Source: an optimization exercise on an open RTL-to-GDS flow (aim: small area and a short achievable clock period). Production flows keep margins and buffers that such runs may drop.
In this exercise RTL edits were held to simulation tests only and were not proved equivalent to the original.
Power and IR drop assume default switching activity.

Design systolic_top, start of the top module:
module systolic_top (
    input  wire        clk,
    input  wire        reset,
    input  wire        enable,
    input  wire [63:0] data_input,
    input  wire [63:0] weights_input,
    output wire [63:0] result_out,
    output wire        finished
);
Size in the first run: ~14000 cells after synthesis, ~0.13 mm² of cells after synthesis.
clock: 10.0 ns
lec_check: 0
cap_margin: 20
core_margin: 2
core_utilization: 40
place_density: 0.6
slew_margin: 20
standard.sh (not shown) runs the stock make flow with config.mk's settings and CLKGATE_MAP_FILE= SYNTH_SCRIPT=/design/flow/synth_recipe.tcl, a recipe that flattens the netlist after the stock synthesis.
==> flow/flow/run.sh <==
#!/bin/bash
# Standard synthesis and layout (the standard.sh) with these changes:
# - after the standard Yosys synthesis, flow/fa_polarity.tcl flips the logical
#   polarity of full adders where that removes inverters between them
#   (FA(~a,~b,~c) = (~sum,~cout)); registers are untouched;
# - timing repair aims at a setup margin well beyond what the 10 ns period
#   needs, so the resizer keeps working the worst path down (TNS_END_PERCENT 0
#   keeps it on the worst path), and may resize across cell footprints;
# - a denser core;
# - larger clock-tree sink clusters (fewer clock buffers);
# - port buffers are buf_4 cells.
# The SDC is not touched.
set -euo pipefail
bash standard.sh SETUP_SLACK_MARGIN=6.8 TNS_END_PERCENT=0 MATCH_CELL_FOOTPRINT=0 \
  CORE_UTILIZATION=72 PLACE_DENSITY=0.8 \
  CTS_CLUSTER_SIZE=24 CTS_CLUSTER_DIAMETER=80 \
  "BUFFER_PORTS_ARGS=-buffer_cell sky130_fd_sc_hd__buf_4" \
  "POST_SYNTH_TCL=$PWD/flow/fa_polarity.tcl" \
  finish > standard_flow.log 2>&1
Other scripts of this flow, unchanged in this note and not shown: flow/flow/fa_polarity.tcl
The starting point passed the timing, design-rule and antenna checks.
Then changed:
--- a/flow/flow/run.sh
+++ b/flow/flow/run.sh
@@ -6,4 +6,4 @@
 # - timing repair aims at a setup margin well beyond what the 10 ns period
-#   needs, so the resizer keeps working the worst path down (TNS_END_PERCENT 0
-#   keeps it on the worst path), and may resize across cell footprints;
+#   needs, so the resizer keeps working the worst path down (TNS_END_PERCENT 3
+#   keeps it on the worst 3% of endpoints), and may resize across cell footprints;
 # - a denser core;
@@ -13,4 +13,4 @@
 set -euo pipefail
-bash standard.sh SETUP_SLACK_MARGIN=6.8 TNS_END_PERCENT=0 MATCH_CELL_FOOTPRINT=0 \
-  CORE_UTILIZATION=72 PLACE_DENSITY=0.8 \
+bash standard.sh SETUP_SLACK_MARGIN=6.8 TNS_END_PERCENT=3 MATCH_CELL_FOOTPRINT=0 \
+  CORE_UTILIZATION=60 PLACE_DENSITY=0.7 \
   CTS_CLUSTER_SIZE=24 CTS_CLUSTER_DIAMETER=80 \
Effect:
- The new run went through all stages and came out clean
- worst setup slack gains 0.029 ns
- die area goes up by 20%
- clock-buffer cell count rises by 1
- via count went down by about 1.4%
- utilization came out lower by 12 points
Then changed:
--- a/flow/flow/run.sh
+++ b/flow/flow/run.sh
@@ -6,4 +6,4 @@
 # - timing repair aims at a setup margin well beyond what the 10 ns period
-#   needs, so the resizer keeps working the worst path down (TNS_END_PERCENT 3
-#   keeps it on the worst 3% of endpoints), and may resize across cell footprints;
+#   needs, so the resizer keeps working the worst path down (TNS_END_PERCENT 0
+#   keeps it on the worst path), and may resize across cell footprints;
 # - a denser core;
@@ -13,4 +13,4 @@
 set -euo pipefail
-bash standard.sh SETUP_SLACK_MARGIN=6.8 TNS_END_PERCENT=3 MATCH_CELL_FOOTPRINT=0 \
-  CORE_UTILIZATION=60 PLACE_DENSITY=0.7 \
+bash standard.sh SETUP_SLACK_MARGIN=6.8 TNS_END_PERCENT=0 MATCH_CELL_FOOTPRINT=0 \
+  CORE_UTILIZATION=66 PLACE_DENSITY=0.74 \
   CTS_CLUSTER_SIZE=24 CTS_CLUSTER_DIAMETER=80 \
Clock power climbs by about 1%.
Utilization came out higher by 5.5 points.
Setup slack gets better by 0.043 ns.
Via count is about the same.
Cell area is lower by 1.4%.
Then changed:
--- a/flow/flow/run.sh
+++ b/flow/flow/run.sh
@@ -14,4 +14,4 @@
 bash standard.sh SETUP_SLACK_MARGIN=6.8 TNS_END_PERCENT=0 MATCH_CELL_FOOTPRINT=0 \
-  CORE_UTILIZATION=66 PLACE_DENSITY=0.74 \
-  CTS_CLUSTER_SIZE=24 CTS_CLUSTER_DIAMETER=80 \
+  CORE_UTILIZATION=60 PLACE_DENSITY=0.7 \
+  CTS_CLUSTER_SIZE=28 CTS_CLUSTER_DIAMETER=85 \
   "BUFFER_PORTS_ARGS=-buffer_cell sky130_fd_sc_hd__buf_4" \
Maximum frequency is lower by 1.2%. Clock power came out higher by about 0.9%. Final area barely changes. Critical path depth goes up by 2. Via count fell by 1.0%. Power stays flat. First-iteration DRC count went down by 4.4%. Area after synthesis does not change. Routed wire length decreases by 1.5%. Worst setup slack loses 0.041 ns. Sequential share of layout area is about the same.
Then changed:
--- a/flow/flow/run.sh
+++ b/flow/flow/run.sh
@@ -15,3 +15,3 @@
   CORE_UTILIZATION=60 PLACE_DENSITY=0.7 \
-  CTS_CLUSTER_SIZE=28 CTS_CLUSTER_DIAMETER=85 \
+  CTS_CLUSTER_SIZE=24 CTS_CLUSTER_DIAMETER=80 \
   "BUFFER_PORTS_ARGS=-buffer_cell sky130_fd_sc_hd__buf_4" \
The new run produced a clean layout; cell count is about the same; flip-flop and latch count does not change; non-clock buffer count is unchanged; total power is about the same; synthesized area is unchanged; wire length stays flat; hold slack gets worse by 0.014 ns.

-- re-timing with driven ports --
How much do the figures lean on ideal ports? The routed layouts below were timed once more, with nothing changed but the port constraints.
Step 1 sets driving cells, clkbuf_16 on the clock port and buf_2 on the other inputs (assumed; they add their load-dependent delay and slew).
Step 2, shift: input delay + t, output delay - t, t = (earliest + latest rising clock arrival at the registers) / 2. This alone moves slack from input paths to output paths.
Slacks: ideal / step 1 / step 2; pairs: ideal / step 1.
run | shift t [ns] | setup slack, ns | worst hold slack (ns) | worst setup path after step 2 | pins driven straight from the clock port
the first run | 0.901 | 6.536 / 6.499 / 5.670 | 0.445 / 0.445 / 0.445 | input to register | 1
the second run | 0.899 | 6.566 / 6.461 / 5.562 | 0.426 / 0.426 / 0.426 | input to register | 1
the third run | 0.926 | 6.609 / 6.518 / 5.650 | 0.438 / 0.438 / 0.438 | input to register | 1
the fourth run | 0.916 | 6.568 / 6.493 / 5.637 | 0.440 / 0.440 / 0.440 | input to register | 1
the fifth run | 0.918 | 6.597 / 6.509 / 5.633 | 0.426 / 0.426 / 0.426 | input to register | 1
After both steps every run listed still meets setup and hold. For the second run, which loses most, drivers alone change the setup slack by -0.105 ns; drivers and shift together by -1.004 ns.
